From an optimization exercise on the open Yosys and OpenROAD flow, aimed at small area, a short achievable clock period and few clock cycles per item; shortcuts taken in it are not production practice. RTL that was checked went through simulation tests only; none was proved equivalent to the original.

## job 9570
==> flow/design.v <==
module sorting_top #(
    parameter N = 8,
    parameter L = 4
)(
    input wire clk,
    input wire rst,
    input wire Rd,
    input wire WrInit,
    input wire [L-1:0] RAddr,
    input wire [N-1:0] DataIn,
    input wire start,
    output wire [N-1:0] DataOut,
    output wire done
);
    localparam K = 16;
    reg [N-1:0] r [0:K-1];    
    reg [L-1:0] o;            
    reg [L-1:0] rp;           
    reg         busy;
    reg [3:0]   cnt;
    reg         done_r;
    wire idle = ~busy | done_r;
    wire go   = start & idle;
    wire wr   = WrInit & ~start & idle;
    wire run  = busy | go;
    wire [L-1:0] o1 = o + 1'b1;             
    wire [L-1:0] wp = RAddr + o1;           
    function automatic gt8(input [N-1:0] a, input [N-1:0] b);
        integer n;
        reg c;
        begin
            c = 1'b0;
            for (n = 0; n < N; n = n + 1)
                c = (a[n] & ~b[n]) | ((a[n] | ~b[n]) & c);
            gt8 = c;
        end
    endfunction
    wire [K/2-1:0] sw;
    genvar j;
    generate
        for (j = 0; j < K/2; j = j + 1) begin : g_ce
            assign sw[j] = run && (o != 2*j+1) && gt8(r[2*j], r[2*j+1]);
        end
    endgenerate
    integer i;
    always @(posedge clk) begin
        for (i = 0; i < K; i = i + 1) begin
            if (rst)
                r[i] <= {N{1'b0}};
            else if (wr && wp == i[L-1:0])
                r[i] <= DataIn;
            else if (i % 2 == 1)            
                r[i] <= sw[i/2] ? r[i] : r[i-1];
            else                            
                r[i] <= sw[((i+K-2)%K)/2] ? r[(i+K-2)%K] : r[(i+K-1)%K];
        end
    end
    always @(posedge clk) begin
        rp <= RAddr + o1;
        if (rst) o <= {L{1'b0}};
        else     o <= o1;
        if (rst) begin
            busy <= 1'b0;
            cnt <= 4'd0;
            done_r <= 1'b0;
        end else if (go) begin
            busy <= 1'b1;
            cnt <= 4'd0;
            done_r <= 1'b0;
        end else if (busy) begin
            cnt <= cnt + 4'd1;
            if (cnt == 4'd13) done_r <= 1'b1;
            if (cnt == 4'd14) busy <= 1'b0;
        end
    end
    assign DataOut = Rd ? r[rp] : {N{1'b0}};
    assign done = done_r;
endmodule
make LEC_CHECK=0 CAP_MARGIN=20 CORE_MARGIN=2 CORE_UTILIZATION=40 SETUP_SLACK_MARGIN=2.0 SLEW_MARGIN=20 finish   # period 5.0 ns
run.sh (not shown) runs the stock make flow with config.mk's settings and CLKGATE_MAP_FILE= SYNTH_SCRIPT=/design/flow/synth_recipe.tcl, a recipe that flattens the netlist after the stock synthesis.
Testbench counts of job 9570, summed over its fixed seeds: cycles 4,520, sorts 96.
Edits applied to the flow inputs when going from job 9570 to job 6757:
==> flow/design.v <==
module sorting_top #(
    parameter N = 8,
    parameter L = 4
)(
    input wire clk,
    input wire rst,
    input wire Rd,
    input wire WrInit,
    input wire [L-1:0] RAddr,
    input wire [N-1:0] DataIn,
    input wire start,
    output wire [N-1:0] DataOut,
    output wire done
);
    localparam K = 16;
    reg [N-1:0] r [0:K-1];    
    reg [L-1:0] o;            
    reg [N-1:0] rdat;         
    reg         busy;
    reg         done_r;
    wire idle = ~busy | done_r;
    wire go   = start & idle;
    wire wr   = WrInit & ~start & idle;
    wire [L-1:0] o1 = (go ? {L{1'b0}} : o) + 1'b1;    
    wire [L-1:0] wp = RAddr + o1;           
    function automatic gt8(input [N-1:0] a, input [N-1:0] b);
        integer n;
        reg c;
        begin
            c = 1'b0;
            for (n = 0; n < N; n = n + 1)
                c = (a[n] & ~b[n]) | ((a[n] | ~b[n]) & c);
            gt8 = c;
        end
    endfunction
    wire [K/2-1:0] sw;
    genvar j;
    generate
        for (j = 0; j < K/2; j = j + 1) begin : g_ce
            assign sw[j] = (go || (busy && o != 2*j+1)) && gt8(r[2*j], r[2*j+1]);
        end
    endgenerate
    wire [2:0]   rj = wp[L-1:1] - {2'b0, ~wp[0]};    
    wire [N-1:0] rx = r[{rj, 1'b0}];
    wire [N-1:0] ry = r[{rj, 1'b1}];
    wire [N-1:0] rv = (sw[rj] ^ ~wp[0]) ? ry : rx;
    integer i;
    always @(posedge clk) begin
        for (i = 0; i < K; i = i + 1) begin
            if (rst)
                r[i] <= {N{1'b0}};
            else if (wr && wp == i[L-1:0])
                r[i] <= DataIn;
            else if (i % 2 == 1)            
                r[i] <= sw[i/2] ? r[i] : r[i-1];
            else                            
                r[i] <= sw[((i+K-2)%K)/2] ? r[(i+K-2)%K] : r[(i+K-1)%K];
        end
    end
    always @(posedge clk) begin
        rdat <= wr ? DataIn : rv;
        if (rst) o <= {L{1'b0}};
        else     o <= o1;
        if (rst) begin
            busy <= 1'b0;
            done_r <= 1'b0;
        end else if (go) begin
            busy <= 1'b1;
            done_r <= 1'b0;
        end else if (busy) begin
            if (o == 4'd14) done_r <= 1'b1;
            if (o == 4'd15) busy <= 1'b0;
        end
    end
    assign DataOut = Rd ? rdat : {N{1'b0}};
    assign done = done_r;
endmodule
Findings:
Summary: wire length, job 6757 worse than job 9570. ~same overall die width in job 9570 and job 6757. ~same total grt overflow in job 9570 and job 6757. In the tables for job 9570 and job 6757, area after synthesis reads lower with job 9570. In terms of fraction of the yosys area taken by sequential cells, job 9570 and job 6757 differ only marginally. Compared with job 9570, job 6757 shows a higher combinational share of power. Diff job 9570 -> job 6757 | number of combinational gates with multiple inputs | up by a few percent. Compared with job 9570, job 6757 is hungrier on power.
The RTL of job 6757 was laid out without a check of its function.

[port drivers added, routing unchanged]
Ports are ideal in the flow. The routed layouts listed here were re-timed in OpenROAD. Step 1 (the two cells are an assumption about what drives the block):
set clk [get_ports {clk}]
set_driving_cell -lib_cell sky130_fd_sc_hd__clkbuf_16 $clk
set_driving_cell -lib_cell sky130_fd_sc_hd__buf_2 [delete_from_list [all_inputs] $clk]
Step 2 times the ports against the registers' clock, not the clock port: input delays grow and output delays shrink by t, the midpoint of the rising clock arrivals with the driver on. Three values: ideal ports, drivers, drivers and shift; two values: the first two.
run | t, ns | setup WS [ns] | worst hold slack (ns)
job 9570 | 0.485 | 1.804 / 1.759 / 1.560 | 0.499 / 0.499 / 0.499
job 6757 | 0.481 | 1.190 / 1.180 / 0.698 | 0.494 / 0.494 / 0.494
After both steps every run listed still meets setup and hold. The setup slack of job 6757, which loses most, moves by -0.010 ns with the drivers and by -0.492 ns with both steps.
